Source: an optimization exercise on an open RTL-to-GDS flow (aim: small area, a short achievable clock period and few clock cycles per item). Production flows keep margins and buffers that such runs may drop. RTL that was checked went through simulation tests only; none was proved equivalent to the original. Power and IR drop assume default switching activity.

## div_iter
module div_iter (
  input div_clk,
  input resetn,
  input div,
  input div_signed,
  input [31:0] x,
  input [31:0] y,
  output [31:0] s,
  output [31:0] r,
  output reg complete
  );
Size in the first run: ~1400 cells after synthesis, roughly 120 flip-flops, roughly 130 I/O pins.
Settings: LEC_CHECK=0, ABC_CLOCK_PERIOD_IN_PS=1000, CAP_MARGIN=20, CORE_MARGIN=2, CORE_UTILIZATION=40, SLEW_MARGIN=20; clock period 5.0 ns.
run.sh (not shown) runs the stock make flow with config.mk's settings and CLKGATE_MAP_FILE= SYNTH_SCRIPT=/design/flow/synth_recipe.tcl, a recipe that flattens the netlist after the stock synthesis.
Then changed:
ABC_CLOCK_PERIOD_IN_PS = 2500   (was 1000)
SETUP_SLACK_MARGIN = 2.2   (was not set)
Total power goes up by about a fifth.
Final cell count grows by a little under a tenth.
Maximum frequency goes up by a few percent.
Critical path depth stays the same.
Die area is unchanged.
Routed wire length rose by roughly a tenth.
Worst setup slack is better by 0.13 ns.
Area after synthesis is unchanged.
Combinational power came out higher by well over a third.
Final area grows by about a fifth.
First-iteration DRC count rose by a quarter to a third.
Then changed:
ABC_CLOCK_PERIOD_IN_PS = 1500   (was 2500)
SETUP_SLACK_MARGIN = not set   (was 2.2)
Maximum frequency drops by 2.9%.
Hold slack improves by 0.0085 ns.
Final area drops by 17%.
Power drops by 18%.
Synthesized cell count stays the same.
Clock power drops by about 3%.
Count of clock-buffer cells in the layout does not change.
No functional check of the RTL was part of any run of this note.

========
the baseline:
Another version of the RTL of div_iter (not shown whole).
Size in the first run: about 110 flip-flops, about 130 I/O pins, about 12000 µm² of cells after synthesis.
Settings: LEC_CHECK=0, CAP_MARGIN=20, CORE_MARGIN=2, CORE_UTILIZATION=60, SETUP_SLACK_MARGIN=2.0, SLEW_MARGIN=20; clock period 5.0 ns.
standard.sh (not shown) runs the stock make flow with config.mk's settings and CLKGATE_MAP_FILE= SYNTH_SCRIPT=/design/flow/synth_recipe.tcl, a recipe that flattens the netlist after the stock synthesis.
==> flow/flow/run.sh <==
#!/bin/bash
# The standard layout with these changes to how it is made:
# - synthesis maps adders as plain logic (no half/full adder cells), so that
#   abc sees and balances whole carry paths;
# - abc maps with flow/abc.script (see flow/synth.tcl): the logic is
#   balanced for depth and then mapped with the delay-oriented mapper;
# - every port still gets a buffer, but the smallest plain buffer (buf_1)
#   rather than the delay buffer the resizer picks by default.
# Everything else, including the registers, is the standard synthesis and
# layout.
set -euo pipefail
here=$(pwd)
bash standard.sh ADDER_MAP_FILE= "BUFFER_PORTS_ARGS=-buffer_cell sky130_fd_sc_hd__buf_1" SYNTH_SCRIPT="$here/flow/synth.tcl" finish > standard.log 2>&1
==> flow/flow/abc.script <==
strash
&get -n
&st
&dch
&nf
&st
&syn2
&if -g -K 6
&synch2
&nf
&st
&syn2
&if -g -K 6
&synch2
&put
dch -f
map
buffer -c
topo
upsize -c
dnsize -c
==> flow/flow/synth.tcl <==
proc synth {args} { yosys synth -nofsm -noshare {*}$args }
# Technology mapping with our own abc script (flow/abc.script beside this
# file): balance the logic, then the delay-oriented classic mapper.
set ::my_abc_script [file join [file dirname [file normalize [info script]]] abc.script]
proc abc {args} {
  set i [lsearch -exact $args -script]
  if { $i >= 0 } { set args [lreplace $args $i [expr {$i + 1}] -script $::my_abc_script] }
  yosys abc {*}$args
}
source $::env(SCRIPTS_DIR)/synth.tcl
# left out here: clear keep_hierarchy, flatten, clean up, hide names made inside functions, write 1_2_yosys.v
Testbench counts of the baseline, summed over its fixed seeds: cycles 38,018, divs 4,800.
Input-level comparison between the candidate and the baseline:
-- flow/flow/abc.script --
<<< the baseline, line 17
map
buffer -c
>>> the candidate, line 17
map
strash
dch -f
map
buffer -c
==> comparison <==
Where finished layout cell area is concerned, the baseline is outperformed by the candidate. Area after synthesis: the candidate lower than the baseline. The baseline ended up with sn as its launching instance or port of the critical path; the candidate ended up with x[19]. Routed wire in the candidate totals less than in the baseline. The candidate: global-route track usage on met3 higher than the baseline. Re number of setup buffers added after CTS: the candidate is 13 down on the baseline. From the baseline to the candidate the numbers moved as follows: power after layout down 0.00013 W, full die area went down 1.0%.

==> port drivers added, routing unchanged <==
In the flow no input, the clock included, has a driving cell. The finished layouts below were timed again as built, in two steps. Step 1: set_driving_cell puts a clkbuf_16 on div_clk and a buf_2 on each other input, an assumption about the parent block. Step 2 moves the port delays by t, midway between the first and last clock arrival at a register: inputs arrive t later, outputs are due t later. That takes back most of the time a late clock gives input paths. a / b / c = ideal / step 1 / step 2; a / b = the first two.
run | shift t [ns] | setup slack, ns | hold slack, ns
the first run of note 1 | 0.477 | 0.285 / 0.285 / 0.285 | 0.634 / 0.634 / 0.634
the second run of note 1 | 0.483 | 0.420 / 0.420 / 0.420 | 0.626 / 0.626 / 0.626
the third run of note 1 | 0.477 | 0.285 / 0.285 / 0.285 | 0.634 / 0.634 / 0.634
the baseline | 0.420 | 2.018 / 2.009 / 1.588 | 0.634 / 0.634 / 0.634
the candidate | 0.420 | 1.953 / 1.974 / 1.554 | 0.617 / 0.617 / 0.617
After both steps every run listed still meets setup and hold. The setup slack of the baseline, which loses most, moves by -0.009 ns with the drivers and by -0.430 ns with both steps.
